Source: an optimization exercise on an open RTL-to-GDS flow (aim: small area). Production flows keep margins and buffers that such runs may drop.
Function was checked by simulation only, so behaviour that the tests miss may differ from the original.
Power figures rest on the tool's default switching activity, not on a simulated workload.

==> design.v <==
module ahb_pwm(
    input              I_ahb_clk,
    input              I_rst,
    input   [1:0]      I_ahb_htrans,
    input              I_ahb_hwrite,
    input   [31:0]     I_ahb_haddr,
    input   [2:0]      I_ahb_hsize,
    input   [2:0]      I_ahb_hburst,
    input   [3:0]      I_ahb_hprot,
    input              I_ahb_hmastlock,
    input   [31:0]     I_ahb_hwdata,
    output  reg [31:0] O_ahb_hrdata,
    output  wire[1:0]  O_ahb_hresp,
    output  wire       O_ahb_hready,
    output  [7:0]      pwmo
);
localparam [31:0] POL = 32'hffff_5554;
reg s1, s2;
always @(posedge I_ahb_clk or posedge I_rst) begin
    if (I_rst) begin
        s1 <= 1'b0;
        s2 <= 1'b0;
    end else begin
        s1 <= (I_ahb_htrans == 2'b10);
        s2 <= s1;
    end
end
assign O_ahb_hready = ~(s1 | s2);
assign O_ahb_hresp  = 2'b00;
wire [7:0] a    = I_ahb_haddr[7:0];
wire       a_ok = (a[1:0] == 2'b00) && (a[7:2] < 6'd18);
wire       wen  = s1 & I_ahb_hwrite & a_ok;
wire        rstn = ~I_rst;
wire [31:0] ws;
genvar g, b;
generate
for (b = 0; b < 32; b = b + 1) begin : wd
    if (POL[b])
        c_and2  n (.a(I_ahb_hwdata[b]), .b(rstn), .y(ws[b]));
    else
        c_nand2 n (.a(I_ahb_hwdata[b]), .b(rstn), .y(ws[b]));
end
endgenerate
wire [3:0] wj;
wire [4:0] wm;
assign wj[0] = wen & (a[3:2] == 2'd0);
assign wj[1] = wen & (a[3:2] == 2'd1);
assign wj[2] = wen & (a[3:2] == 2'd2);
assign wj[3] = wen & (a[3:2] == 2'd3);
assign wm[0] = (a[6:4] == 3'd0);
assign wm[1] = (a[6:4] == 3'd1);
assign wm[2] = (a[6:4] == 3'd2);
assign wm[3] = (a[6:4] == 3'd3);
assign wm[4] = (a[6:4] == 3'd4);
wire [17:0] sel, seln;
generate
for (g = 0; g < 18; g = g + 1) begin : wsl
    c_a21o  s (.a1(wj[g % 4]), .a2(wm[g / 4]), .b1(I_rst), .y(sel[g]));
    c_a21oi n (.a1(wj[g % 4]), .a2(wm[g / 4]), .b1(I_rst), .y(seln[g]));
end
endgenerate
reg  [7:0]   ens;
reg  [31:0]  divs;
reg  [127:0] pers;
reg  [127:0] duts;
wire [7:0]   ens_d;
wire [31:0]  divs_d;
wire [127:0] pers_d;
wire [127:0] duts_d;
generate
for (b = 0; b < 8; b = b + 1) begin : wen_b
    c_a22o m (.a1(sel[0]), .a2(ws[b]), .b1(seln[0]), .b2(ens[b]), .y(ens_d[b]));
end
for (b = 0; b < 32; b = b + 1) begin : wdiv_b
    c_a22o m (.a1(sel[1]), .a2(ws[b]), .b1(seln[1]), .b2(divs[b]), .y(divs_d[b]));
end
for (g = 0; g < 8; g = g + 1) begin : wch
    for (b = 0; b < 16; b = b + 1) begin : bt
        c_a22o mp (.a1(sel[g+2]),  .a2(ws[b]), .b1(seln[g+2]),  .b2(pers[16*g+b]), .y(pers_d[16*g+b]));
        c_a22o md (.a1(sel[g+10]), .a2(ws[b]), .b1(seln[g+10]), .b2(duts[16*g+b]), .y(duts_d[16*g+b]));
    end
end
endgenerate
always @(posedge I_ahb_clk) begin
    ens  <= ens_d;
    divs <= divs_d;
    pers <= pers_d;
    duts <= duts_d;
end
reg       rv;
reg [4:0] ra;
always @(posedge I_ahb_clk) begin
    rv <= s1 & ~I_ahb_hwrite & a_ok;
    ra <= a[6:2];
end
wire [3:0] rj;
wire [4:0] rm;
assign rj[0] = rv & (ra[1:0] == 2'd0);
assign rj[1] = rv & (ra[1:0] == 2'd1);
assign rj[2] = rv & (ra[1:0] == 2'd2);
assign rj[3] = rv & (ra[1:0] == 2'd3);
assign rm[0] = (ra[4:2] == 3'd0);
assign rm[1] = (ra[4:2] == 3'd1);
assign rm[2] = (ra[4:2] == 3'd2);
assign rm[3] = (ra[4:2] == 3'd3);
assign rm[4] = (ra[4:2] == 3'd4);
wire rvn = ~rv;
wire [17:0] rsel, rseln;
generate
for (g = 0; g < 18; g = g + 1) begin : rsl
    c_nand2 n (.a(rj[g % 4]), .b(rm[g / 4]), .y(rseln[g]));
    c_and2  p (.a(rj[g % 4]), .b(rm[g / 4]), .y(rsel[g]));
end
endgenerate
wire [31:0] hr_d;
generate
for (b = 0; b < 16; b = b + 1) begin : rlo
    wire [17:0] src;
    assign src[0] = (b < 8) ? ens[b % 8] : ~POL[b];
    assign src[1] = divs[b];
    for (g = 0; g < 8; g = g + 1) begin : s
        assign src[g+2]  = pers[16*g+b];
        assign src[g+10] = duts[16*g+b];
    end
    wire [8:0] p;
    wire n1, n2, n3, h;
    c_nand2 r4 (.a(rvn), .b(O_ahb_hrdata[b]), .y(h));
    if (POL[b]) begin : t
        for (g = 0; g < 9; g = g + 1) begin : o
            if (b >= 8 && g == 0)
                c_nand2 q (.a(rsel[1]), .b(src[1]), .y(p[g]));
            else
                c_a22oi q (.a1(rsel[2*g]), .a2(src[2*g]), .b1(rsel[2*g+1]), .b2(src[2*g+1]), .y(p[g]));
        end
        c_nand3 r1 (.a(p[0]), .b(p[1]), .c(p[2]), .y(n1));
        c_nand3 r2 (.a(p[3]), .b(p[4]), .c(p[5]), .y(n2));
        c_nand3 r3 (.a(p[6]), .b(p[7]), .c(p[8]), .y(n3));
        wire m;
        c_nor3  r5 (.a(n1), .b(n2), .c(n3), .y(m));
        c_nand2 r6 (.a(m), .b(h), .y(hr_d[b]));
    end else begin : n
        for (g = 0; g < 9; g = g + 1) begin : o
            if (b >= 8 && g == 0)
                c_nor2 q (.a(rseln[1]), .b(src[1]), .y(p[g]));
            else
                c_o22ai q (.a1(rseln[2*g]), .a2(src[2*g]), .b1(rseln[2*g+1]), .b2(src[2*g+1]), .y(p[g]));
        end
        c_nor3  r1 (.a(p[0]), .b(p[1]), .c(p[2]), .y(n1));
        c_nor3  r2 (.a(p[3]), .b(p[4]), .c(p[5]), .y(n2));
        c_nor3  r3 (.a(p[6]), .b(p[7]), .c(p[8]), .y(n3));
        c_nand4 r5 (.a(n1), .b(n2), .c(n3), .d(h), .y(hr_d[b]));
    end
end
for (b = 16; b < 32; b = b + 1) begin : rhi
    c_a22o q (.a1(rsel[1]), .a2(divs[b]), .b1(rvn), .b2(O_ahb_hrdata[b]), .y(hr_d[b]));
end
endgenerate
always @(posedge I_ahb_clk or posedge I_rst) begin
    if (I_rst)
        O_ahb_hrdata <= 32'd0;
    else
        O_ahb_hrdata <= hr_d;
end
generate
for (g = 0; g < 8; g = g + 1) begin : ch
    wire en = POL[g] ? ens[g] : ~ens[g];
    pwm_ch #(.DPOL(POL[4*g +: 4])) u (
        .clk(I_ahb_clk), .rst(I_rst), .en(en),
        .divs(divs[4*g +: 4]), .pers(pers[16*g +: 16]),
        .duts(duts[16*g +: 16]), .pwm(pwmo[g]));
end
endgenerate
endmodule
module pwm_ch #(
    parameter [3:0] DPOL = 4'b0100    
) (
    input         clk,
    input         rst,
    input         en,
    input  [3:0]  divs,
    input  [15:0] pers,
    input  [15:0] duts,
    output reg    pwm
);
reg [4:0]  cc;
reg [16:0] cpp;      
reg        st;
genvar i;
wire [3:0] eq;
generate
for (i = 0; i < 4; i = i + 1) begin : e
    if (DPOL[i])
        c_xnor2 x (.a(cc[i]), .b(divs[i]), .y(eq[i]));
    else
        c_xor2  x (.a(cc[i]), .b(divs[i]), .y(eq[i]));
end
endgenerate
wire t = en & ~cc[4] & (&eq);
wire [4:0] ccs, ccd;
wire [3:0] ccc;
c_ha  hcc0 (.a(cc[0]), .b(en), .s(ccs[0]), .co(ccc[0]));
generate
for (i = 1; i < 4; i = i + 1) begin : hcc
    c_ha h (.a(cc[i]), .b(ccc[i-1]), .s(ccs[i]), .co(ccc[i]));
end
endgenerate
c_xor2 xcc4 (.a(cc[4]), .b(ccc[3]), .y(ccs[4]));
wire zcn = ~(rst | t);
generate
for (i = 0; i < 5; i = i + 1) begin : mcc
    c_and2 m (.a(ccs[i]), .b(zcn), .y(ccd[i]));
end
endgenerate
wire [16:0] inc, cpd;
wire [15:0] cpc;
c_ha hcp0 (.a(cpp[0]), .b(t), .s(inc[0]), .co(cpc[0]));
generate
for (i = 1; i < 16; i = i + 1) begin : hcp
    c_ha h (.a(cpp[i]), .b(cpc[i-1]), .s(inc[i]), .co(cpc[i]));
end
endgenerate
c_xor2 xcp16 (.a(cpp[16]), .b(cpc[15]), .y(inc[16]));
wire [16:1] kp, kd;
wire [15:0] an;
c_nor2  kp0 (.a(cpp[0]), .b(pers[0]), .y(kp[1]));
c_nand2 kd0 (.a(cpp[0]), .b(duts[0]), .y(kd[1]));
generate
for (i = 1; i < 16; i = i + 1) begin : cmp
    if (i % 2 == 1) begin : a
        c_cmpa sp (.a(cpp[i]), .bn(pers[i]), .c(kp[i]), .y(kp[i+1]));
        c_cmpa sd (.a(cpp[i]), .bn(duts[i]), .c(kd[i]), .y(kd[i+1]));
    end else begin : b
        c_inv  ia (.a(cpp[i]), .y(an[i]));
        c_cmpb sp (.an(an[i]), .b(pers[i]), .cn(kp[i]), .y(kp[i+1]));
        c_cmpb sd (.an(an[i]), .b(duts[i]), .cn(kd[i]), .y(kd[i+1]));
    end
end
endgenerate
wire ltp, led;
c_nor2 ultp (.a(cpp[16]), .b(kp[16]), .y(ltp));
c_nor2 uled (.a(cpp[16]), .b(kd[16]), .y(led));
localparam [15:0] P = 16'h5554;
wire pz = ((pers ^ ~P) == 16'd0);
wire dz = ((duts ^ ~P) == 16'd0);
wire nz = |cpp;
wire z   = rst | (t & ~(pz | ltp));
wire zn  = ~z;
c_or2 mcp0 (.a(inc[0]), .b(z), .y(cpd[0]));
generate
for (i = 1; i < 17; i = i + 1) begin : mcp
    c_and2 m (.a(inc[i]), .b(zn), .y(cpd[i]));
end
endgenerate
wire nst = dz | (nz & led);
wire std = ~rst & (t ? nst : st);
always @(posedge clk) begin
    cc  <= ccd;
    cpp <= cpd;
    st  <= std;
end
always @(posedge clk or posedge rst) begin
    if (rst)
        pwm <= 1'b0;
    else
        pwm <= st;
end
endmodule
module c_cmpa(input a, input bn, input c, output y);
    wire g, p;
    c_nor2  ug (.a(a), .b(bn), .y(g));
    c_nand2 up (.a(a), .b(bn), .y(p));
    c_a21oi uy (.a1(p), .a2(c), .b1(g), .y(y));
endmodule
module c_cmpb(input an, input b, input cn, output y);
    wire gn, pn;
    c_nand2 ug (.a(an), .b(b), .y(gn));
    c_nor2  up (.a(an), .b(b), .y(pn));
    c_a21oi uy (.a1(gn), .a2(cn), .b1(pn), .y(y));
endmodule
module c_inv(input a, output y);
    assign y = ~a;
endmodule
module c_and2(input a, input b, output y);
    assign y = a & b;
endmodule
module c_or2(input a, input b, output y);
    assign y = a | b;
endmodule
module c_nand2(input a, input b, output y);
    assign y = ~(a & b);
endmodule
module c_nor2(input a, input b, output y);
    assign y = ~(a | b);
endmodule
module c_nand3(input a, input b, input c, output y);
    assign y = ~(a & b & c);
endmodule
module c_nor3(input a, input b, input c, output y);
    assign y = ~(a | b | c);
endmodule
module c_nand4(input a, input b, input c, input d, output y);
    assign y = ~(a & b & c & d);
endmodule
module c_xor2(input a, input b, output y);
    assign y = a ^ b;
endmodule
module c_xnor2(input a, input b, output y);
    assign y = ~(a ^ b);
endmodule
module c_ha(input a, input b, output s, output co);
    assign s  = a ^ b;
    assign co = a & b;
endmodule
module c_a21o(input a1, input a2, input b1, output y);
    assign y = (a1 & a2) | b1;
endmodule
module c_a21oi(input a1, input a2, input b1, output y);
    assign y = ~((a1 & a2) | b1);
endmodule
module c_a22o(input a1, input a2, input b1, input b2, output y);
    assign y = (a1 & a2) | (b1 & b2);
endmodule
module c_a22oi(input a1, input a2, input b1, input b2, output y);
    assign y = ~((a1 & a2) | (b1 & b2));
endmodule
module c_o22ai(input a1, input a2, input b1, input b2, output y);
    assign y = ~((a1 | a2) & (b1 | b2));
endmodule
==> run.sh <==
#!/bin/bash
# synth_recipe.tcl (not shown) runs the flow's synth.tcl, then flattens the netlist and writes it again
# the make line also repeats each setting of config.mk as NAME=value (left out here)
make -C /OpenROAD-flow-scripts/flow DESIGN_CONFIG=/design/flow/config.mk WORK_HOME=/design/flow/orfs CLKGATE_MAP_FILE= SYNTH_SCRIPT=/design/flow/synth_recipe.tcl finish
==> config.mk <==
export PLATFORM = sky130hd
export DESIGN_NAME = ahb_pwm
export DESIGN_NICKNAME = ahb_pwm
export VERILOG_FILES = /design/flow/design.v
export SDC_FILE = /design/flow/constraint.sdc
export NUM_CORES = 4
export LEC_CHECK = 0
export CAP_MARGIN = 20
export CORE_MARGIN = 2
export CORE_UTILIZATION = 60
export CTS_BUF_LIST = sky130_fd_sc_hd__clkbuf_4
export PLACE_DENSITY = 0.7
export SLEW_MARGIN = 20
export SYNTH_HIERARCHICAL = 1
==> constraint.sdc <==
create_clock -name core_clock -period 5.0 [get_ports {I_ahb_clk}]
set_input_delay 1.0000 -clock core_clock [delete_from_list [all_inputs] [get_ports {I_ahb_clk}]]
set_output_delay 1.0000 -clock core_clock [all_outputs]
set_load 0.01 [all_outputs]
==> flow_summary.ini, run 1 <==
[clocking]
htreeDepth = 4
cts_hold_buf = 0
cts.sinks = 528
ctsLongestPathBuffers = 3
tritoncts = done
cts-root-buf = clkbuf_4
clk_latency_ns = 1.01
post_cts_buffers = 0
cts_buffers = 139
cts_resized = 0
clkTransAtPathRegs_ns = 0.07

[setup_path]
cp_max_fo = 3
crit_family = adder cells
critPathKind = reg -> reg
r2r_slack_ns = 0.76
worstPathCellList = inv_1, nand4b_1, nor2_1, ha_1, ha_1, ha_1, ha_1, ha_1, ha_1, ha_1, ha_1, ha_1, ha_1, ha_1, ha_1, ha_1, ha_1, ha_1, ha_1, xor2_1, and2_1
cp_num_buf_inv = 1
worstPathArrival_ns = 5.11
endpoint_kind = flop
critPathMaxStageDelay_ns = 0.51
crit_path_frequent_cell = ha_1
r2r-start = ens[5]
cp.required_ns = 5.87
rr_endpoint = ch[5].u.cpp[16]
cp_slowest_cell = dfxtp_1
start_kind = flop
reg2reg_depth = 21

[detailed_routing]
wl_per_cell_um = 23.08
viasPerCell = 6.335
dr.pass1.iters = 6
drt_iter0_markers = 2324
routed_wl_um = 80850
antenna_left = 0
vias = 22190
drc = 0

[power_and_ir_drop]
internal_power_mw = 7.056
power_mw = 9.787
swShare_pct = 27.90
ir_worst_vdd_mv = 0.2220
p_clk_share_pct = 39.6
powerDensity_nw_per_um2 = 336.4
switchingPower_mw = 2.731
seqPwrFrac_pct = 50.3
power_frac_comb_pct = 10.1
leakage_nw = 12.68

[status]
outcome = finished clean

[timing]
period_share_pct = 84.78
finalClockSkew_ns = 0.04999
finalSetupViolations = 0
setup_tns_ns = 0
slew_headroom_pct = 19.63
max_freq_ghz = 0.2359
fin_crit_ns = 4.239
hold_viol_final = 0
worst_slew_pin_slew_ns = 1.203
drv_slew = 0
rsz0062_at_grt = no
hold_slack_ns = 0.1077

[final_layout]
post-route-util_pct = 69.35
fin_nets = 3112
drive_gt1_share_pct = 21.02
final_common_cell = dfxtp_1
area_growth_pct = 14.06
fin_area_um2 = 29090
layout_common_cells = dfxtp_1 (486), a22o_1 (312), nand2_1 (311), nor2_1 (296), a21oi_2 (258)

[floorplan]
rows = 75
core_area_um2 = 41950
ios = 123
dieHeight_um = 210.2
initial_core_util_pct = 60.80
die_area_um2 = 44170
die_w_um = 210.2

[job]
cap_violations = 0

[synth]
synth.distinct_cells = 38
netlist_area_um2 = 25500
synthCells = 2614
yosysSeqAreaShare_pct = 42.27
synth_flop_cell = dfxtp_1
postSynthAreaPerCell_um2 = 9.756
synth_edf_count = 0
ys_ff_latch = 528
yosysWarnings = 10
async_flop_share_pct = 7.955

[global_route]
antenna_found_initial = 2
grt_pass1_vias = 21050
grt_max_degree = 38
grt_first_pass_wirelength_um = 122300
gr-total-overflow = 0
grt.total_usage_pct = 36.67

[placed_design]
gp_congestion = 0.9622
port_buffers = 85
hpwl_um = 57940
placed_area_um2 = 27270

[hold_path]
hold_path_class = in -> async
## logic make-up after synthesis
group / count (synthesis) / synth area share (%)
compound gates: 759 / 26.15
flops: 528 / 42.27
other cells: 1 / 0.01470
simple gates: 1028 / 20.71
buf+inv: 90 / 1.354
fa+ha+maj: 160 / 7.850
xor+xnor: 48 / 1.648
## registers in the layout, summed over array words and instances (netlist names)
name / count
O_ahb_hrdata: 32
ch.u.cc: 40
ch.u.cpp: 136
ch.u.pwm: 8
ch.u.st: 8
divs: 32
duts: 128
ens: 8
pers: 128
ra: 5
rv: 1
s1: 1
s2: 1
## worst max-delay path by stage
stage / startpoint / end / slack, ns / cells after the start
floorplan: divs[0] / ch[0].u.cpp[16] / 1.22 / 21
global route: ens[5] / ch[5].u.cpp[16] / 0.54 / 21
CTS: ens[5] / ch[5].u.cpp[16] / 0.79 / 21
finish: ens[5] / ch[5].u.cpp[16] / 0.76 / 21
detailed placement: ens[7] / ch[7].u.cpp[16] / 0.86 / 21
global placement: ens[5] / ch[5].u.cpp[16] / 0.92 / 21
## per-module statistics from Yosys, one instance, submodules excluded, excerpt
module / flip-flops and latches / cells inside / area (um^2) / copies in the design
ahb_pwm: 336 / 375 / 7149 / 1
c_a22oi: 0 / 1 / 12.51 / 59
c_nor3: 0 / 1 / 10.01 / 34
c_a21o: 0 / 1 / 7.507 / 18
c_or2: 0 / 1 / 6.256 / 8
c_nand3: 0 / 1 / 5.005 / 21
c_nand2: 0 / 1 / 3.754 / 302
c_inv: 0 / 1 / 3.754 / 56
## per-stage QoR
stage | instances | worst slack [ns]
2_1_floorplan | 2615 | 1.223
3_3_place_gp | 3270 | 0.9214
3_5_place_dp | 3270 | 0.8581
4_1_cts | 3498 | 0.7867
5_1_grt | 3503 | 0.5395
6_report | 3503 | 0.7609
## synth_stat cells, types with 18 or more instances
cell type / number / area (um^2)
ha_1: 160 / 2002
a21o_1: 18 / 135.1
inv_1: 88 / 330.3
nor4bb_1: 48 / 480.5
nand4_1: 33 / 206.5
and2_1: 209 / 1308
a22oi_2: 59 / 738.2
dfrtp_1: 42 / 1051
xnor2_1: 23 / 201.4
nor2_1: 296 / 1111
dfxtp_1: 486 / 9729
o22ai_1: 77 / 481.7
nor3_2: 34 / 340.3
nor4_1: 24 / 150.1
nand2_1: 312 / 1171
a22o_1: 312 / 2733
xor2_1: 25 / 219.0
a21oi_2: 258 / 2260
nand3_1: 21 / 105.1
## power by group through the flow
stage	Combinational [mW]	Clock, mW	Sequential [mW]
4_1_cts	0.975	3.93	4.90
2_1_floorplan	0.674	0	4.82
6_report	0.992	3.87	4.92
3_5_place_dp	0.971	0	4.99
3_3_place_gp	0.933	0	4.98
5_1_grt	1.08	4.16	4.94
## per-layer routing
metal  routed length, um  track usage, %  up-vias
met5                   0               0        -
met4                3559           18.56        0
met3                9130           10.18      226
met2               34730           54.75     1255
met1               33420           48.75    10480
li1                    -               -    10230
## layout make-up
type                       count  area [um^2]
antenna                        5        12.51
sequential                   528        10780
multi-input combinational   1997        14420
inverter                      88        330.3
clock inverter                25        239.0
fill                        3362        12860
tap                          539        674.4
clock buffer                 203         1524
timing repair buffer         118         1109
==> run 2: changes to the inputs <==
--- a/config.mk
+++ b/config.mk
@@ -7,8 +7,7 @@
 export LEC_CHECK = 0
 export CAP_MARGIN = 20
 export CORE_MARGIN = 2
-export CORE_UTILIZATION = 60
-export CTS_BUF_LIST = sky130_fd_sc_hd__clkbuf_4
-export PLACE_DENSITY = 0.7
+export CORE_UTILIZATION = 40
+export PLACE_DENSITY = 0.6
 export SLEW_MARGIN = 20
 export SYNTH_HIERARCHICAL = 1
==> run 2 against run 1 <==
Against the previous run: maximum frequency fell by 1.0%; non-clock buffer count rose by 2; critical path depth rose by 1; worst setup slack worse by 0.044 ns; routed wire length up 4.3%; critical endpoint unchanged; largest cell class unchanged; largest power group unchanged.
==> flow_summary.ini, run 2 <==
[status]
outcome = finished clean

[clocking]
tritoncts = done
clk_latency_ns = 0.64
cts-root-buf = clkbuf_16
htreeDepth = 2
ctsLongestPathBuffers = 3
post_cts_buffers = 0
cts_resized = 0
cts_buffers = 58
cts_hold_buf = 0
cts.sinks = 528
clkTransAtPathRegs_ns = 0.06

[synth]
netlist_area_um2 = 25500
ys_ff_latch = 528
synth_top_area_share_pct = 38.15
synth.distinct_cells = 38
async_flop_share_pct = 7.955
synth_common_cells = dfxtp_1 (486), a22o_1 (312), nand2_1 (312)
yosysWarnings = 10
synth.area.top_cells = dfxtp_1 (38%), a22o_1 (11%), a21oi_2 (8.9%), ha_1 (7.8%), and2_1 (5.1%)
synth_most_common_cell = dfxtp_1
synth_flop_cell = dfxtp_1
yosysTopAreaCell = dfxtp_1
synthCells = 2614
yosysSeqAreaShare_pct = 42.27
postSynthAreaPerCell_um2 = 9.756
synth_edf_count = 0

[global_route]
grt_max_degree = 66
antenna_found_initial = 1
grt_pass1_vias = 20390
grt.total_usage_pct = 25.08
grt_first_pass_wirelength_um = 127400
gr-total-overflow = 0

[floorplan]
die_area_um2 = 65790
die_w_um = 256.5
dieHeight_um = 256.5
ios = 123
initial_core_util_pct = 40.43
core_area_um2 = 63080
rows = 92

[setup_path]
worstPathCellList = inv_1, nand4b_1, nor2_1, buf_4, ha_1, ha_1, ha_1, ha_1, ha_1, ha_1, ha_1, ha_1, ha_1, ha_1, ha_1, ha_1, ha_1, ha_1, ha_1, ha_1, xor2_1, and2_1
startpoint = ens[5]
critPathMaxStageDelay_ns = 0.45
endpoint_kind = flop
cp_max_fo = 5
cp.required_ns = 5.52
crit_path_frequent_cell = ha_1
worstPathArrival_ns = 4.80
cp_slowest_cell = dfxtp_1
r2r-start = ens[5]
start_kind = flop
critPathKind = reg -> reg

[power_and_ir_drop]
leakage_nw = 12.66
powerDensity_nw_per_um2 = 354.1
ir_worst_vdd_mv = 0.2475

[job]
cap_violations = 0

[final_layout]
fin_area_um2 = 29760
fin_nets = 3033
instances_no_fill = 3687
regMostFlops = ch.u.cpp
largest_reg_flops = 136
drive_gt1_share_pct = 17.74
area_growth_pct = 16.71
layout_common_cells = dfxtp_1 (486), a22o_1 (312), nand2_1 (311), nor2_1 (296), a21oi_2 (258)
antenna_cells = 0
final_common_cell = dfxtp_1
reg.largest.list = ch.u.cpp: 136 flops, duts: 128 flops, pers: 128 flops

[detailed_routing]
viasPerCell = 5.823
wl_per_cell_um = 22.88
vias = 21470
routed_wl_um = 84350
antenna_left = 0
drc = 0
dr.pass1.iters = 5
drt_iter0_markers = 1892

[hold_path]
hold_path_class = reg -> reg
min_from = ch[7].u.st

[timing]
worst_slew_pin_slew_ns = 1.066
rsz0062_at_grt = no
period_share_pct = 85.67
max_freq_ghz = 0.2335
slew_headroom_pct = 28.92
drv_slew = 0
setup_tns_ns = 0
fin_crit_ns = 4.283
finalClockSkew_ns = 0.02509
hold_viol_final = 0
finalSetupViolations = 0

[placed_design]
gp_congestion = 0.9688
port_buffers = 85
dp.cells = 3579
placed_area_um2 = 27660
hpwl_um = 61680
run 2: path summary, 6_finish.rpt:
| check | end | cells after the start | slack (ns) |
|---|---|---|---|
| setup / recovery | ch[5].u.cpp[16] | 22 | 0.72 |
| max in group asynchronous | O_ahb_hrdata[29] | 3 | 3.75 |
| hold reg to reg | ch[7].u.pwm | 0 | 0.34 |
| hold / removal | ch[7].u.pwm | 0 | 0.34 |
| setup reg to reg | ch[5].u.cpp[16] | 22 | 0.72 |
| min in group asynchronous | ch[5].u.pwm | 2 | 0.39 |
run 2: metal layers:
layer	up-vias	track usage, %	part of all wire (%)
li1	9996	-	-
met1	10350	34.44	44
met2	919	38.84	44
met3	205	4.448	7.9
met4	2	10.37	4.3
met5	-	0	0.015
run 2: critical path, delay by kind of cell, from the launching register on:
family	cells	cell delay (ns)
xor gates and xnor gates	1	0.15
adders and majority gates	16	2.95
buffers and inverters	2	0.30
DFF	1	0.45
and+or+nand+nor	3	0.31
run 2: cell families after synthesis:
logic type	after synthesis	share of synthesized area (%)
other cells	1	0.01470
compound gates	759	26.15
fa+ha+maj	160	7.850
simple gates	1028	20.71
xor+xnor	48	1.648
flops	528	42.27
buf+inv	90	1.354
run 2: through the flow:
step | setup WS [ns] | utilization, % | hold slack (ns) | power, mW
2_1_floorplan | 1.223 | - | 0.3291 | 5.490
5_1_grt | 0.5084 | 47.19 | 0.3446 | 10.90
3_5_place_dp | 0.7549 | 43.85 | 0.3338 | 5.977
4_1_cts | 0.7173 | 47.11 | 0.3405 | 10.57
3_3_place_gp | 0.7880 | 43.85 | 0.3334 | 5.934
6_report | 0.7167 | 47.19 | 0.3401 | 10.54
run 2: Yosys stat by module, one instance, submodules excluded, excerpt:
module,cell area [um^2],cells,flops+latches
c_nand4,6.256,1,0
c_xnor2,8.758,1,0
c_or2,6.256,1,0
c_and2,6.256,1,0
c_o22ai,6.256,1,0
c_a21o,7.507,1,0
c_nor2,3.754,1,0
c_nand3,5.005,1,0
c_ha,12.51,1,0
c_a21oi,8.758,1,0
c_xor2,8.758,1,0
c_inv,3.754,1,0
c_a22oi,12.51,1,0
c_a22o,8.758,1,0
c_nand2,3.754,1,0
c_nor3,10.01,1,0
run 2: report_power, final:
part | internal, mW | leakage [nW] | total (mW) | switching [mW]
clock network | 2.79 | 1.02 | 4.62 | 1.83
registers | 4.49 | 4.59 | 4.92 | 0.435
logic | 0.470 | 7.04 | 0.994 | 0.524
run 2: area by class of cell:
class                      instances  area, um^2
timing repair buffer             120        1111
clock buffer                      82        1673
sequential                       528       10780
inverter                          88       330.3
multi-input combinational       1997       14430
tap                              846        1059
fill                            5982       33320
clock inverter                    26       385.4
==> run 3: changes to the inputs <==
--- a/design.v
+++ b/design.v
@@ -56,7 +56,7 @@
 generate
 for (g = 0; g < 18; g = g + 1) begin : wsl
     c_a21o  s (.a1(wj[g % 4]), .a2(wm[g / 4]), .b1(I_rst), .y(sel[g]));
-    c_a21oi n (.a1(wj[g % 4]), .a2(wm[g / 4]), .b1(I_rst), .y(seln[g]));
+    c_inv   n (.a(sel[g]), .y(seln[g]));
 end
 endgenerate
 reg  [7:0]   ens;
@@ -123,33 +123,28 @@
         assign src[g+10] = duts[16*g+b];
     end
     wire [8:0] p;
-    wire n1, n2, n3, h;
-    c_nand2 r4 (.a(rvn), .b(O_ahb_hrdata[b]), .y(h));
-    if (POL[b]) begin : t
-        for (g = 0; g < 9; g = g + 1) begin : o
-            if (b >= 8 && g == 0)
-                c_nand2 q (.a(rsel[1]), .b(src[1]), .y(p[g]));
+    for (g = 0; g < 9; g = g + 1) begin : o
+        if (b >= 8 && g == 0) begin : d
+            if (POL[b])
+                c_and2 q (.a(rsel[1]), .b(src[1]), .y(p[g]));
             else
-                c_a22oi q (.a1(rsel[2*g]), .a2(src[2*g]), .b1(rsel[2*g+1]), .b2(src[2*g+1]), .y(p[g]));
-        end
-        c_nand3 r1 (.a(p[0]), .b(p[1]), .c(p[2]), .y(n1));
-        c_nand3 r2 (.a(p[3]), .b(p[4]), .c(p[5]), .y(n2));
-        c_nand3 r3 (.a(p[6]), .b(p[7]), .c(p[8]), .y(n3));
-        wire m;
-        c_nor3  r5 (.a(n1), .b(n2), .c(n3), .y(m));
-        c_nand2 r6 (.a(m), .b(h), .y(hr_d[b]));
-    end else begin : n
-        for (g = 0; g < 9; g = g + 1) begin : o
-            if (b >= 8 && g == 0)
                 c_nor2 q (.a(rseln[1]), .b(src[1]), .y(p[g]));
+        end else begin : d
+            if (POL[b])
+                c_a22o  q (.a1(rsel[2*g]), .a2(src[2*g]), .b1(rsel[2*g+1]), .b2(src[2*g+1]), .y(p[g]));
             else
                 c_o22ai q (.a1(rseln[2*g]), .a2(src[2*g]), .b1(rseln[2*g+1]), .b2(src[2*g+1]), .y(p[g]));
         end
-        c_nor3  r1 (.a(p[0]), .b(p[1]), .c(p[2]), .y(n1));
-        c_nor3  r2 (.a(p[3]), .b(p[4]), .c(p[5]), .y(n2));
-        c_nor3  r3 (.a(p[6]), .b(p[7]), .c(p[8]), .y(n3));
-        c_nand4 r5 (.a(n1), .b(n2), .c(n3), .d(h), .y(hr_d[b]));
     end
+    wire [3:0] q;
+    wire r, h;
+    c_nor2  r0 (.a(p[0]), .b(p[1]), .y(q[0]));
+    c_nor2  r1 (.a(p[2]), .b(p[3]), .y(q[1]));
+    c_nor2  r2 (.a(p[4]), .b(p[5]), .y(q[2]));
+    c_nor2  r3 (.a(p[6]), .b(p[7]), .y(q[3]));
+    c_nand4 r4 (.a(q[0]), .b(q[1]), .c(q[2]), .d(q[3]), .y(r));
+    c_and2  r5 (.a(rvn), .b(O_ahb_hrdata[b]), .y(h));
+    c_or3   r6 (.a(r), .b(p[8]), .c(h), .y(hr_d[b]));
 end
 for (b = 16; b < 32; b = b + 1) begin : rhi
     c_a22o q (.a1(rsel[1]), .a2(divs[b]), .b1(rvn), .b2(O_ahb_hrdata[b]), .y(hr_d[b]));
@@ -269,13 +264,13 @@
     wire g, p;
     c_nor2  ug (.a(a), .b(bn), .y(g));
     c_nand2 up (.a(a), .b(bn), .y(p));
-    c_a21oi uy (.a1(p), .a2(c), .b1(g), .y(y));
+    c_o21ai uy (.a1(g), .a2(c), .b1(p), .y(y));
 endmodule
 module c_cmpb(input an, input b, input cn, output y);
     wire gn, pn;
     c_nand2 ug (.a(an), .b(b), .y(gn));
     c_nor2  up (.a(an), .b(b), .y(pn));
-    c_a21oi uy (.a1(gn), .a2(cn), .b1(pn), .y(y));
+    c_o21ai uy (.a1(pn), .a2(cn), .b1(gn), .y(y));
 endmodule
 module c_inv(input a, output y);
     assign y = ~a;
@@ -292,12 +287,6 @@
 module c_nor2(input a, input b, output y);
     assign y = ~(a | b);
 endmodule
-module c_nand3(input a, input b, input c, output y);
-    assign y = ~(a & b & c);
-endmodule
-module c_nor3(input a, input b, input c, output y);
-    assign y = ~(a | b | c);
-endmodule
 module c_nand4(input a, input b, input c, input d, output y);
     assign y = ~(a & b & c & d);
 endmodule
@@ -314,14 +303,14 @@
 module c_a21o(input a1, input a2, input b1, output y);
     assign y = (a1 & a2) | b1;
 endmodule
-module c_a21oi(input a1, input a2, input b1, output y);
-    assign y = ~((a1 & a2) | b1);
+module c_o21ai(input a1, input a2, input b1, output y);
+    assign y = ~((a1 | a2) & b1);
 endmodule
 module c_a22o(input a1, input a2, input b1, input b2, output y);
     assign y = (a1 & a2) | (b1 & b2);
 endmodule
-module c_a22oi(input a1, input a2, input b1, input b2, output y);
-    assign y = ~((a1 & a2) | (b1 & b2));
+module c_or3(input a, input b, input c, output y);
+    assign y = a | b | c;
 endmodule
 module c_o22ai(input a1, input a2, input b1, input b2, output y);
     assign y = ~((a1 | a2) & (b1 | b2));
--- a/config.mk
+++ b/config.mk
@@ -7,7 +7,10 @@
 export LEC_CHECK = 0
 export CAP_MARGIN = 20
 export CORE_MARGIN = 2
-export CORE_UTILIZATION = 40
-export PLACE_DENSITY = 0.6
+export CORE_UTILIZATION = 60
+export CTS_BUF_LIST = sky130_fd_sc_hd__clkbuf_16
+export CTS_CLUSTER_DIAMETER = 80
+export CTS_CLUSTER_SIZE = 24
+export PLACE_DENSITY = 0.7
 export SLEW_MARGIN = 20
 export SYNTH_HIERARCHICAL = 1
==> run 3 against run 2 <==
Against the previous run: still clean on timing, DRC and antenna; sequential power about the same; utilization up 21 points; die area is 36% lower; worst setup slack better by 0.10 ns; combinational power decreased by 7.2%; non-clock buffer count rose by 9; sequential share of layout area up 3.7 points; maximum frequency rose by 2.4%; routed wire length is 8.7% lower.
==> flow_summary.ini, run 3 <==
[detailed_routing]
dr.pass1.iters = 6
drc = 0
routed_wl_um = 77060
viasPerCell = 6.371
vias = 21300
drt_iter0_markers = 2232
wl_per_cell_um = 23.05
antenna_left = 0

[timing]
drv_slew = 0
worst_slew_pin_slew_ns = 1.072
setup_tns_ns = 0
finalClockSkew_ns = 0.03024
slew_headroom_pct = 28.19
finalSetupViolations = 0
period_share_pct = 83.63
rsz0062_at_grt = no
hold_slack_ns = 0.3396
fin_crit_ns = 4.182
hold_viol_final = 0
max_freq_ghz = 0.2391

[synth]
postSynthAreaPerCell_um2 = 9.190
yosysTopAreaCell = dfxtp_1
synth_top_area_share_pct = 40.12
synth_flop_cell = dfxtp_1
synth_edf_count = 0
netlist_area_um2 = 24250
synthCells = 2639
async_flop_share_pct = 7.955
ys_ff_latch = 528
yosysSeqAreaShare_pct = 44.45
yosysWarnings = 10
synth_most_common_cell = dfxtp_1
synth_common_cells = dfxtp_1 (486), a22o_1 (371), nor2_1 (360)
synth.area.top_cells = dfxtp_1 (40%), a22o_1 (13%), ha_1 (8.3%), and2_1 (5.9%), nor2_1 (5.6%)
synth.distinct_cells = 36

[clocking]
tritoncts = done
cts-root-buf = clkbuf_16
clkTransAtPathRegs_ns = 0.10
htreeDepth = 1
cts_hold_buf = 0
cts_buffers = 29
ctsLongestPathBuffers = 3
cts.sinks = 528
cts_resized = 0
post_cts_buffers = 0
clk_latency_ns = 0.63

[global_route]
grt_first_pass_wirelength_um = 116700
grt.total_usage_pct = 36.39
antenna_found_initial = 0
grt_max_degree = 52
gr-total-overflow = 0
grt_pass1_vias = 19660

[final_layout]
antenna_cells = 0
seq_area_um2 = 10780
multi_input_area_um2 = 13090
nFillCells = 3281
layout_common_cells = dfxtp_1 (486), a22o_1 (371), nor2_1 (360), nand2_1 (285), o21ai_1 (240)
final_common_cell = dfxtp_1
largest_reg_flops = 136
drive_gt1_share_pct = 3.726
fin_nets = 3038
area_growth_pct = 11.40
regMostFlops = ch.u.cpp
reg.largest.list = ch.u.cpp: 136 flops, duts: 128 flops, pers: 128 flops

[power_and_ir_drop]
powerDensity_nw_per_um2 = 312.9
seqPwrFrac_pct = 57.8
ir_worst_vdd_mv = 0.2720
switchingPower_mw = 2.363
swShare_pct = 27.96
internal_power_mw = 6.091
p_clk_share_pct = 31.3
power_frac_comb_pct = 10.9
leakage_nw = 12.24

[setup_path]
cp.required_ns = 5.51
start_kind = flop
worstPathArrival_ns = 4.69
endpoint_kind = flop
cp_max_fo = 3
critPathKind = reg -> reg
r2r_slack_ns = 0.82

[floorplan]
initial_core_util_pct = 60.90
die_area_um2 = 42050
dieHeight_um = 205.1
rows = 73
core_area_um2 = 39820
die_w_um = 205.1
ios = 123

[placed_design]
gp_congestion = 1.043
hpwl_um = 55980
port_buffers = 85

[job]
cap_violations = 0

[hold_path]
hold_path_class = reg -> reg

[status]
outcome = finished clean
run 3: cell types whose count changed in the layout (fill, tap and decap cells not counted), moves of 21 or more:
| cell | before | now |
|---|---|---|
| nand3_1 | 21 | 0 |
| nand2_1 | 311 | 285 |
| a22o_1 | 312 | 371 |
| nor2_1 | 296 | 360 |
| o21ai_1 | 0 | 240 |
| a22oi_2 | 59 | 0 |
| a21oi_2 | 258 | 0 |
| clkbuf_16 | 59 | 29 |
| nor3_2 | 34 | 1 |
| inv_1 | 87 | 112 |
run 3: per-stage QoR:
| stage | worst slack, ns | utilization, % | std cells | power, mW | instance area, um^2 |
|---|---|---|---|---|---|
| after global routing | 0.6170 | 67.84 | 3343 | 8.736 | 27020 |
| after global placement | 0.9339 | 65.50 | 3292 | 5.818 | 26090 |
| final | 0.8184 | 67.84 | 3343 | 8.454 | 27020 |
| after detailed placement | 0.8579 | 65.50 | 3292 | 5.865 | 26090 |
| after CTS | 0.8176 | 67.80 | 3343 | 8.444 | 27000 |
| after floorplan | 1.223 | - | 2640 | 5.403 | 24260 |
run 3: path summary, 6_finish.rpt:
| check | cells after the start | start | endpoint |
|---|---|---|---|
| hold / removal | 0 | ch[5].u.st | ch[5].u.pwm |
| setup reg to reg | 21 | divs[25] | ch[6].u.cpp[16] |
| hold reg to reg | 0 | ch[5].u.st | ch[5].u.pwm |
| min in group asynchronous | 2 | I_rst | ch[3].u.pwm |
| max in group asynchronous | 3 | I_rst | O_ahb_hrdata[13] |
| setup / recovery | 21 | divs[25] | ch[6].u.cpp[16] |
run 3: critical path: stages, from the launching register on:
cell      delay [ns]
dfxtp_1         0.40
xnor2_1         0.10
nand4b_1        0.10
nor2_1          0.14
ha_1            0.22
ha_1            0.18
ha_1            0.19
ha_1            0.19
ha_1            0.19
ha_1            0.18
ha_1            0.18
ha_1            0.18
ha_1            0.18
ha_1            0.19
ha_1            0.19
ha_1            0.19
ha_1            0.19
ha_1            0.19
ha_1            0.18
ha_1            0.19
xor2_1          0.17
and2_1          0.16
run 3: cell families (layout without fill, tap and decap cells):
family / count (synthesis) / after routing / synth area share [%]
compound gates: 741 / 741 / 22.22
xor+xnor: 48 / 48 / 1.733
fa+ha+maj: 160 / 160 / 8.254
buf+inv: 108 / 286 / 1.702
flops: 528 / 528 / 44.45
other cells: 1 / 2 / 0.01546
simple gates: 1053 / 1053 / 21.63
run 3: layer usage:
metal	wire length [um]	GRT usage, %
met1	32840	51.72
met2	32780	55.42
met3	8298	6.109
met4	3136	13.62
met5	0	0
run 3: power groups by stage:
stage,Combinational (mW),Clock (mW),Sequential (mW)
finish,0.922,2.65,4.89
global route,1.01,2.81,4.92
floorplan,0.600,0,4.80
detailed placement,0.902,0,4.96
CTS,0.909,2.67,4.87
global placement,0.873,0,4.94
run 3: final cells by class:
class                      count  share of cell area (%)
sequential                   528                   39.90
clock buffer                  29                   2.686
tap                          525                   2.431
timing repair buffer         129                   4.353
clock inverter                22                  0.6947
multi-input combinational   2004                   48.46
inverter                     106                   1.473
run 3: modules after synthesis, one instance, submodules excluded, excerpt:
| module | cells inside | times used | flops+latches | area (um^2) |
|---|---|---|---|---|
| ahb_pwm | 375 | 1 | 336 | 7149 |
| c_xnor2 | 1 | 23 | 0 | 8.758 |
| c_a21o | 1 | 18 | 0 | 7.507 |
| c_or2 | 1 | 8 | 0 | 6.256 |
| c_and2 | 1 | 229 | 0 | 6.256 |
| c_o21ai | 1 | 240 | 0 | 5.005 |
| c_nor2 | 1 | 332 | 0 | 3.754 |
| c_inv | 1 | 74 | 0 | 3.754 |
| c_nand2 | 1 | 275 | 0 | 3.754 |
==> run 4: changes to the inputs <==
--- a/config.mk
+++ b/config.mk
@@ -8,9 +8,9 @@
 export CAP_MARGIN = 20
 export CORE_MARGIN = 2
 export CORE_UTILIZATION = 60
-export CTS_BUF_LIST = sky130_fd_sc_hd__clkbuf_16
-export CTS_CLUSTER_DIAMETER = 80
-export CTS_CLUSTER_SIZE = 24
+export CTS_BUF_LIST = sky130_fd_sc_hd__clkbuf_8
+export CTS_CLUSTER_DIAMETER = 60
+export CTS_CLUSTER_SIZE = 16
 export PLACE_DENSITY = 0.7
 export SLEW_MARGIN = 20
 export SYNTH_HIERARCHICAL = 1
==> run 4 against run 3 <==
Against the previous run: combinational power about the same; non-clock buffer count unchanged; maximum frequency is 0.34% lower; count of clock-buffer cells in the layout grew 17; die area stayed put; routed wire length up 0.41%; register-to-register slack is essentially flat; final cell count grew 0.72%; critical path depth did not move; sequential share of layout area rose by 0.059 points; global-route usage is 0.19 points higher; power down 1.3%; critical endpoint unchanged.
==> flow_summary.ini, run 4 <==
[global_route]
grt_first_pass_wirelength_um = 116500
grt_max_degree = 52
grt_pass1_vias = 19650
gr-total-overflow = 0
grt.total_usage_pct = 36.58
antenna_found_initial = 0

[setup_path]
rr_endpoint = ch[6].u.cpp[16]
cp_slowest_cell = dfxtp_1
worstPathArrival_ns = 4.74
r2r-start = divs[25]
cp_max_fo = 3
r2r_slack_ns = 0.80
critPathMaxStageDelay_ns = 0.41
cp.required_ns = 5.54
start_kind = flop
endpoint_kind = flop
worstPathCellList = xnor2_1, nand4b_1, nor2_1, ha_1, ha_1, ha_1, ha_1, ha_1, ha_1, ha_1, ha_1, ha_1, ha_1, ha_1, ha_1, ha_1, ha_1, ha_1, ha_1, xor2_1, and2_1
reg2reg_depth = 21
crit_path_frequent_cell = ha_1
critPathKind = reg -> reg

[final_layout]
final_common_cell = dfxtp_1
reg.largest.list = ch.u.cpp: 136 flops, duts: 128 flops, pers: 128 flops
layout_common_cells = dfxtp_1 (486), a22o_1 (371), nor2_1 (360), nand2_1 (285), o21ai_1 (240)
regMostFlops = ch.u.cpp
post-route-util_pct = 67.74
fin_area_um2 = 26980
fin_nets = 3053
drive_gt1_share_pct = 4.435
largest_reg_flops = 136
area_growth_pct = 11.23

[timing]
rsz0062_at_grt = no
drv_slew = 0
finalClockSkew_ns = 0.02912
hold_viol_final = 0
setup_tns_ns = 0
worst_slew_pin_slew_ns = 1.050
max_freq_ghz = 0.2383
finalSetupViolations = 0
fin_crit_ns = 4.196
setup_ws_ns = 0.8042
slew_headroom_pct = 29.64
period_share_pct = 83.92

[floorplan]
initial_core_util_pct = 60.90
die_w_um = 205.1
dieHeight_um = 205.1
die_area_um2 = 42050
ios = 123
rows = 73
core_area_um2 = 39820

[clocking]
ctsLongestPathBuffers = 3
clkTransAtPathRegs_ns = 0.10
clk_latency_ns = 0.66
htreeDepth = 2
post_cts_buffers = 0
cts_buffers = 44
cts_hold_buf = 0
cts_resized = 0
cts.sinks = 528
tritoncts = done
cts-root-buf = clkbuf_8

[power_and_ir_drop]
power_mw = 8.348
powerDensity_nw_per_um2 = 309.5
ir_worst_vdd_mv = 0.3345
leakage_nw = 12.25

[synth]
netlist_area_um2 = 24250
synthCells = 2639
synth_common_cells = dfxtp_1 (486), a22o_1 (371), nor2_1 (360)
synth_edf_count = 0
synth.distinct_cells = 36
synth_flop_cell = dfxtp_1
synth_top_area_share_pct = 40.12
ys_ff_latch = 528
async_flop_share_pct = 7.955
yosysWarnings = 10
yosysTopAreaCell = dfxtp_1
synth.area.top_cells = dfxtp_1 (40%), a22o_1 (13%), ha_1 (8.3%), and2_1 (5.9%), nor2_1 (5.6%)
synth_most_common_cell = dfxtp_1
postSynthAreaPerCell_um2 = 9.190
yosysSeqAreaShare_pct = 44.45

[hold_path]
min_path_cells = 0
min_to = ch[1].u.pwm
min_from = ch[1].u.st
hold_path_class = reg -> reg

[detailed_routing]
wl_met3_um = 8519
wl_met2_um = 32380
routed_wl_um = 77370
drt_iter0_markers = 2239
viasPerCell = 6.362
dr.pass1.iters = 5
drc = 0
wl_per_cell_um = 22.98
met1_length_um = 32940
antenna_left = 0
top_layer = met5
vias = 21420

[placed_design]
gp_congestion = 1.043
placed_area_um2 = 26090
pre_cts_slack_ns = 0.8579
hpwl_um = 55980
port_buffers = 85

[job]
cap_violations = 0

[status]
outcome = finished clean
run 4: through the flow:
| step | std cells | hold slack, ns |
|---|---|---|
| floorplan | 2640 | 0.3291 |
| global placement | 3292 | 0.3311 |
| detailed placement | 3292 | 0.3320 |
| CTS | 3366 | 0.3292 |
| global route | 3366 | 0.3382 |
| finish | 3367 | 0.3272 |
run 4: cell families after synthesis:
kind of cell | after synthesis | synth area share, %
xor gates and xnor gates | 48 | 1.733
adders and majority gates | 160 | 8.254
other | 1 | 0.01546
DFF | 528 | 44.45
and+or+nand+nor | 1053 | 21.63
buffers and inverters | 108 | 1.702
AOI/OAI and AO/OA | 741 | 22.22
run 4: how the worst max path moves through the flow:
| stage | from | cells after the start | endpoint |
|---|---|---|---|
| floorplan | divs[0] | 21 | ch[0].u.cpp[16] |
| global placement | divs[28] | 21 | ch[7].u.cpp[16] |
| detailed placement | divs[5] | 21 | ch[1].u.cpp[16] |
| CTS | divs[25] | 21 | ch[6].u.cpp[16] |
| global route | divs[9] | 21 | ch[2].u.cpp[16] |
| finish | divs[25] | 21 | ch[6].u.cpp[16] |
run 4: critical path, delay by kind of cell, from the launching register on:
family                   cells  cell delay, ns
adder cells (fa/ha/maj)     16            3.00
flip-flops                   1            0.41
AND/OR/NAND/NOR              3            0.40
XOR/XNOR                     2            0.26
run 4: power by group:
| group | switching [mW] | internal, mW | leakage [nW] | total [mW] |
|---|---|---|---|---|
| sequential | 0.405 | 4.48 | 4.59 | 4.89 |
| clock | 1.50 | 1.04 | 0.482 | 2.54 |
| combinational | 0.462 | 0.459 | 7.18 | 0.922 |
run 4: per-layer routing:
| layer | vias up | GRT usage (%) |
|---|---|---|
| met3 | 196 | 7.079 |
| met5 | - | 0 |
| met1 | 10140 | 51.66 |
| li1 | 9954 | - |
| met2 | 1129 | 54.74 |
| met4 | 2 | 15.08 |
run 4: layout make-up:
cell class | instances | area [um^2]
timing repair buffer | 129 | 1176
inverter | 106 | 397.9
multi-input combinational | 2004 | 13090
fill | 3286 | 12850
antenna | 1 | 2.502
clock inverter | 28 | 237.7
clock buffer | 46 | 633.1
sequential | 528 | 10780
tap | 525 | 656.9
run 4: Yosys stat by module (local to each module, per instance), excerpt:
module	times used	cells
c_inv	74	1
c_a22o	371	1
c_o21ai	240	1
c_o22ai	77	1
c_ha	160	1
c_or3	16	1
c_nand2	275	1
==> run 5: changes to the inputs <==
==> flow/run.sh (new file) <==
#!/bin/bash
# Layout flow: the standard ORFS flow (standard.sh, unchanged synthesis),
# with two changes to how the layout is made:
#  - ports are buffered with sky130_fd_sc_hd__buf_1 instead of the default
#    port buffer cell;
#  - clock tree synthesis uses clkbuf_8 leaf clusters and no dummy loads.
# All tool output goes to flow.log in this folder; ORFS keeps each step's
# log under orfs/logs/.
set -euo pipefail
bash standard.sh \
  "BUFFER_PORTS_ARGS=-buffer_cell sky130_fd_sc_hd__buf_1" \
  "CTS_ARGS=-sink_clustering_enable -repair_clock_nets -dont_use_dummy_load -buf_list sky130_fd_sc_hd__clkbuf_8 -sink_clustering_size 16 -sink_clustering_max_diameter 60" \
  finish > flow.log 2>&1
==> standard.sh (new file) <==
#!/bin/bash
# synth_recipe.tcl (not shown) runs the flow's synth.tcl, then flattens the netlist and writes it again
# the make line also repeats each setting of config.mk as NAME=value (left out here)
make -C /OpenROAD-flow-scripts/flow DESIGN_CONFIG=/design/flow/config.mk WORK_HOME=/design/flow/orfs CLKGATE_MAP_FILE= SYNTH_SCRIPT=/design/flow/synth_recipe.tcl "${@:-finish}"
removed: run.sh
==> run 5 against run 4 <==
Against the previous run: still clean; sequential power about the same; cell area decreased by 3.2%; sequential share of layout area is 1.3 points higher; critical path type unchanged.
==> flow_summary.ini, run 5 <==
[detailed_routing]
routed_wl_um = 76940
wl_per_cell_um = 23.11
drc = 0
viasPerCell = 6.378
dr.pass1.iters = 6
drt_iter0_markers = 2296
vias = 21230
antenna_left = 0

[floorplan]
initial_core_util_pct = 60.90
core_area_um2 = 39820
rows = 73
dieHeight_um = 205.1
ios = 123
die_w_um = 205.1
die_area_um2 = 42050

[synth]
synth-xor-area-share_pct = 1.733
synth_top_family_by_area = compound AO/OA/AOI/OAI gates
synth_compound_area_share_pct = 22.22
yosysWarnings = 10
synth_edf_count = 0
yosysSeqAreaShare_pct = 44.45
ys_ff_latch = 528
netlist_area_um2 = 24250
synthMuxAreaShare_pct = 0
synth-adder-area-share_pct = 8.254
synth.distinct_cells = 36
synth_top_area_share_pct = 40.12
postSynthAreaPerCell_um2 = 9.190
synthCells = 2639
async_flop_share_pct = 7.955
synth_flop_cell = dfxtp_1
synth_common_cells = dfxtp_1 (486), a22o_1 (371), nor2_1 (360)
yosysTopAreaCell = dfxtp_1
yosys.area_share.simple_pct = 21.63
synth.area.top_cells = dfxtp_1 (40%), a22o_1 (13%), ha_1 (8.3%), and2_1 (5.9%), nor2_1 (5.6%)
synth_most_common_cell = dfxtp_1

[setup_path]
cp_max_fo = 3
start_kind = flop
critPathKind = reg -> reg
worstPathArrival_ns = 4.70
cp.required_ns = 5.53
endpoint_kind = flop

[clocking]
cts_buffers = 42
ctsLongestPathBuffers = 3
clkTransAtPathRegs_ns = 0.10
htreeDepth = 2
cts.sinks = 528
cts-root-buf = clkbuf_8
post_cts_buffers = 0
cts_resized = 0
tritoncts = done
clk_latency_ns = 0.65
cts_hold_buf = 0

[power_and_ir_drop]
leakage_nw = 11.83
ir_worst_vdd_mv = 0.2189
powerDensity_nw_per_um2 = 301.3

[final_layout]
fin_area_um2 = 26120
regMostFlops = ch.u.cpp
multi_input_area_um2 = 13090
fin_nets = 3044
instances_no_fill = 3329
area_growth_pct = 7.697
seq_area_um2 = 10780
largest_reg_flops = 136
layout_common_cells = dfxtp_1 (486), a22o_1 (371), nor2_1 (360), nand2_1 (285), o21ai_1 (240)
nFillCells = 3355
final_common_cell = dfxtp_1
drive_gt1_share_pct = 3.533
reg.largest.list = ch.u.cpp: 136 flops, duts: 128 flops, pers: 128 flops

[timing]
period_share_pct = 83.40
worst_slew_pin_slew_ns = 1.083
drv_slew = 0
max_freq_ghz = 0.2398
hold_viol_final = 0
rsz0062_at_grt = no
slew_headroom_pct = 27.68
finalClockSkew_ns = 0.04717
fin_crit_ns = 4.170
hold_slack_ns = 0.3483
setup_tns_ns = 0
finalSetupViolations = 0

[global_route]
grt_max_degree = 41
globalRouteMet1Util_pct = 52.38
grt_pass1_vias = 19340
grtUsageMet2_pct = 53.52
grt.total_usage_pct = 36.53
grt_first_pass_wirelength_um = 116000
met3_usage_pct = 6.825
gr-total-overflow = 0
busiest_layer = met2
antenna_found_initial = 3

[placed_design]
dp.cells = 3284
placed_area_um2 = 25510
gp_congestion = 1.028
hpwl_um = 55490
port_buffers = 85

[job]
cap_violations = 0

[hold_path]
hold_path_class = reg -> reg

[status]
outcome = finished clean
[run 5: worst paths after layout]
kind	from	endpoint	slack [ns]	depth (start not counted)
max	ens[7]	ch[7].u.cpp[16]	0.83	21
min	ch[6].u.st	ch[6].u.pwm	0.35	0
max reg2reg	ens[7]	ch[7].u.cpp[16]	0.83	21
min reg2reg	ch[6].u.st	ch[6].u.pwm	0.35	0
max in group asynchronous	I_rst	O_ahb_hrdata[20]	3.21	3
min in group asynchronous	I_rst	ch[3].u.pwm	0.54	2
[run 5: layout make-up]
class,count,share of cell area (%)
Inverter,106,1.523
Clock buffer,42,2.213
Tap cell,525,2.515
Sequential cell,528,41.27
Antenna cell,2,0.01916
Multi-Input combinational cell,2004,50.13
Timing Repair Buffer,122,2.328
[run 5: report_power, final]
part | internal (mW) | switching (mW) | total (mW)
clock network | 0.754 | 1.36 | 2.11
registers | 4.48 | 0.408 | 4.89
logic | 0.409 | 0.460 | 0.869
[run 5: layer usage]
metal  vias to the layer above  wire (um)
li1                       9912          -
met1                     10030      33330
met2                      1091      31840
met3                       198       8426
met4                         2       3341
met5                         -          4
[run 5: metrics by stage]
step | util (%) | total power, mW | setup WS, ns
floorplan | - | 5.403 | 1.223
global route | 65.59 | 8.149 | 0.6476
finish | 65.59 | 7.869 | 0.8302
global placement | 64.07 | 5.772 | 0.9316
CTS | 65.52 | 7.861 | 0.8240
detailed placement | 64.07 | 5.816 | 0.8656
[run 5: kinds of logic after synthesis]
group,count (synthesis)
XOR/XNOR,48
adder cells (fa/ha/maj),160
buffers and inverters,108
other,1
flip-flops,528
AND/OR/NAND/NOR,1053
AO/OA/AOI/OAI,741
[run 5: Yosys stat by module (local to each module, per instance), excerpt]
module	cell area, um^2	copies in the design	flops+latches
c_nor2	3.754	332	0
c_ha	12.51	160	0
ahb_pwm	7149	1	336
c_xor2	8.758	25	0
c_inv	3.754	74	0
c_and2	6.256	229	0
c_xnor2	8.758	23	0
c_nand4	6.256	16	0
c_a22o	8.758	371	0
c_a21o	7.507	18	0
c_o21ai	5.005	240	0
c_or2	6.256	8	0
[run 5: worst max-delay path, cell delays in order (launching register included)]
cell and delay, ns:
dfxtp_1 0.43, inv_1 0.09, nand4b_1 0.11, nor2_1 0.13, ha_1 0.22, ha_1 0.19, ha_1 0.18, ha_1 0.18
ha_1 0.18, ha_1 0.19, ha_1 0.19, ha_1 0.18, ha_1 0.18, ha_1 0.18, ha_1 0.18, ha_1 0.19
ha_1 0.19, ha_1 0.18, ha_1 0.18, ha_1 0.19, xor2_1 0.15, and2_1 0.16
==> run 6: changes to the inputs <==
--- a/config.mk
+++ b/config.mk
@@ -7,10 +7,11 @@
 export LEC_CHECK = 0
 export CAP_MARGIN = 20
 export CORE_MARGIN = 2
-export CORE_UTILIZATION = 60
+export CORE_UTILIZATION = 70
 export CTS_BUF_LIST = sky130_fd_sc_hd__clkbuf_8
 export CTS_CLUSTER_DIAMETER = 60
 export CTS_CLUSTER_SIZE = 16
-export PLACE_DENSITY = 0.7
+export GPL_TIMING_DRIVEN = 0
+export PLACE_DENSITY = 0.8
 export SLEW_MARGIN = 20
 export SYNTH_HIERARCHICAL = 1
==> run 6 against run 5 <==
Against the previous run: largest power group unchanged; clock skew decreased by 0.0084 ns; critical endpoint unchanged; sequential power barely moved; die area down 14%; register-to-register slack worse by 0.13 ns; utilization increased by 9.5 points; cell area down 1.1%; sequential cell count stayed put; still clean on timing, DRC and antenna; clock power fell by 4%.
==> flow_summary.ini, run 6 <==
[status]
outcome = finished clean

[floorplan]
die_area_um2 = 36150
ios = 123
dieHeight_um = 190.1
rows = 68
initial_core_util_pct = 70.56
die_w_um = 190.1
core_area_um2 = 34370

[global_route]
grt_first_pass_wirelength_um = 111900
grt.total_usage_pct = 40.39
grt_max_degree = 67
antenna_found_initial = 0
grt_pass1_vias = 19700
gr-total-overflow = 0

[power_and_ir_drop]
ir_worst_vdd_mv = 0.2555
switchingPower_mw = 2.164
swShare_pct = 27.88
power_frac_comb_pct = 11.0
seqPwrFrac_pct = 63.0
p_clk_share_pct = 26.0
power_mw = 7.761
internal_power_mw = 5.597
powerDensity_nw_per_um2 = 300.5
leakage_nw = 11.69

[detailed_routing]
routed_wl_um = 74260
wl_per_cell_um = 23.03
dr.pass1.iters = 7
vias = 21560
antenna_left = 0
viasPerCell = 6.688
drc = 0
drt_iter0_markers = 2183

[final_layout]
layout_common_cells = dfxtp_1 (486), a22o_1 (371), nor2_1 (360), nand2_1 (277), o21ai_1 (240)
final_common_cell = dfxtp_1
fin_area_um2 = 25820
area_growth_pct = 6.480
nFillCells = 2528
fin_nets = 3011
largest_reg_flops = 136
regMostFlops = ch.u.cpp
instances_no_fill = 3224
drive_gt1_share_pct = 2.925
reg.largest.list = ch.u.cpp: 136 flops, duts: 128 flops, pers: 128 flops
antenna_cells = 0

[timing]
rsz0062_at_grt = no
worst_slew_pin_slew_ns = 1.224
drv_slew = 0
hold_viol_final = 0
fin_crit_ns = 4.296
slew_headroom_pct = 18.23
max_freq_ghz = 0.2328
finalClockSkew_ns = 0.03880
period_share_pct = 85.91
finalSetupViolations = 0
hold_slack_ns = 0.3452

[synth]
synth_edf_count = 0
synthCells = 2639
synth_common_cells = dfxtp_1 (486), a22o_1 (371), nor2_1 (360)
yosysTopAreaCell = dfxtp_1
synth.area.top_cells = dfxtp_1 (40%), a22o_1 (13%), ha_1 (8.3%), and2_1 (5.9%), nor2_1 (5.6%)
yosysWarnings = 10
synth_flop_cell = dfxtp_1
ys_ff_latch = 528
synth_most_common_cell = dfxtp_1
postSynthAreaPerCell_um2 = 9.190
netlist_area_um2 = 24250
yosysSeqAreaShare_pct = 44.45
async_flop_share_pct = 7.955
synth.distinct_cells = 36
synth_top_area_share_pct = 40.12

[clocking]
ctsLongestPathBuffers = 3
cts_resized = 0
clkTransAtPathRegs_ns = 0.09
cts.sinks = 528
cts_buffers = 40
cts-root-buf = clkbuf_8
tritoncts = done
htreeDepth = 2
cts_hold_buf = 0
clk_latency_ns = 0.60
post_cts_buffers = 0

[placed_design]
port_buffers = 85
gp_congestion = 1.035
dp.cells = 3184
placed_area_um2 = 25250
hpwl_um = 53820

[setup_path]
critPathKind = reg -> reg
cp_num_buf_inv = 1
worstPathCellList = inv_1, nand4b_1, nor2_1, ha_1, ha_1, ha_1, ha_1, ha_1, ha_1, ha_1, ha_1, ha_1, ha_1, ha_1, ha_1, ha_1, ha_1, ha_1, ha_1, xor2_1, and2_1
cp.required_ns = 5.49
worstPathArrival_ns = 4.78
rr_endpoint = ch[7].u.cpp[16]
reg2reg_depth = 21
crit_path_frequent_cell = ha_1
r2r-start = ens[7]
critPathMaxStageDelay_ns = 0.42
cp_slowest_cell = dfxtp_1
r2r_slack_ns = 0.70
cp_max_fo = 5
startpoint = ens[7]
start_kind = flop
crit_family = adder cells
endpoint_kind = flop

[hold_path]
min_to = ch[5].u.pwm
hold_path_class = reg -> reg
min_path_cells = 0
min_from = ch[5].u.st

[job]
cap_violations = 0
## run 6: layer usage
layer	GRT usage [%]	up-vias	part of all wire, %
met4	19.41	0	5.3
met5	0	-	0
met3	9.482	245	13
met2	60.01	1294	41
met1	55.55	10180	40
li1	-	9846	-
## run 6: power by group through the flow
stage / Clock (mW) / Combinational, mW / Sequential (mW)
3_5_place_dp: 0 / 0.827 / 4.96
4_1_cts: 2.03 / 0.832 / 4.86
3_3_place_gp: 0 / 0.782 / 4.94
6_report: 2.02 / 0.852 / 4.89
2_1_floorplan: 0 / 0.600 / 4.80
5_1_grt: 2.17 / 0.929 / 4.92
## run 6: stage by stage
stage               worst slack, ns  utilization, %  TNS [ns]
floorplan                     1.223               -         0
global route                 0.5040           75.13         0
global placement             -2.377           73.15   -622.02
finish                       0.7044           75.13         0
detailed placement          0.04680           73.46         0
CTS                          0.6567           75.06         0
## run 6: area by class of cell
class	instances	area (um^2)	area share (%)
timing repair buffer	89	386.6	1.497
inverter	106	400.4	1.550
buffer	2	15.01	0.05814
tap	455	569.3	2.204
sequential	528	10780	41.74
multi-input combinational	2004	13120	50.81
clock buffer	40	550.5	2.132
## run 6: per-module statistics from Yosys (local to each module, per instance), a selection
module / cells / area (um^2) / times used / flip-flops and latches
ahb_pwm: 375 / 7149 / 1 / 336
c_ha: 1 / 12.51 / 160 / 0
c_xor2: 1 / 8.758 / 25 / 0
c_a21o: 1 / 7.507 / 18 / 0
c_or3: 1 / 6.256 / 16 / 0
c_nand4: 1 / 6.256 / 16 / 0
c_or2: 1 / 6.256 / 8 / 0
## run 6: kinds of logic (layout without fill, tap and decap cells)
family,Yosys count,after routing,synth area share (%)
simple gates,1053,1053,21.63
other cells,1,2,0.01546
flops,528,528,44.45
fa+ha+maj,160,160,8.254
compound gates,741,741,22.22
buf+inv,108,237,1.702
xor+xnor,48,48,1.733
## run 6: worst max-delay path by stage
stage	endpoint	depth (start not counted)	slack, ns
6_report	ch[7].u.cpp[16]	21	0.70
5_1_grt	ch[7].u.cpp[16]	21	0.50
4_1_cts	divs[22]	6	0.66
3_5_place_dp	divs[27]	6	0.05
3_3_place_gp	pers[63]	4	-2.38
2_1_floorplan	ch[0].u.cpp[16]	21	1.22

-- static timing again, ports no longer ideal --
How much do the figures lean on ideal ports? The routed layouts below were timed once more, with nothing changed but the port constraints. Step 1: set_driving_cell puts a clkbuf_16 on I_ahb_clk and a buf_2 on each other input, an assumption about the parent block. Step 2 adds t to the input delays and takes it off the output delays; t is the mean of the earliest and latest rising clock arrival at the registers after step 1. Input paths then give back, and output paths get back, about the clock's delay inside the block. Three values: ideal ports, drivers, drivers and shift; two values: the first two.
run | t, ns | setup WS [ns] | hold WS [ns] | worst setup path after step 2
run 1 | 1.035 | 0.761 / 0.761 / 0.761 | 0.108 / 0.079 / 0.335 | register to register
run 2 | 0.689 | 0.717 / 0.717 / 0.717 | 0.340 / 0.340 / 0.340 | register to register
run 3 | 0.671 | 0.818 / 0.818 / 0.817 | 0.340 / 0.340 / 0.340 | input to register
run 4 | 0.702 | 0.804 / 0.804 / 0.804 | 0.327 / 0.327 / 0.327 | register to register
run 5 | 0.683 | 0.830 / 0.830 / 0.795 | 0.348 / 0.348 / 0.348 | input to register
run 6 | 0.635 | 0.704 / 0.704 / 0.401 | 0.345 / 0.345 / 0.345 | input to register
After both steps every run listed still meets setup and hold. For run 6, which loses most, drivers alone change the setup slack by 0.000 ns; drivers and shift together by -0.303 ns.
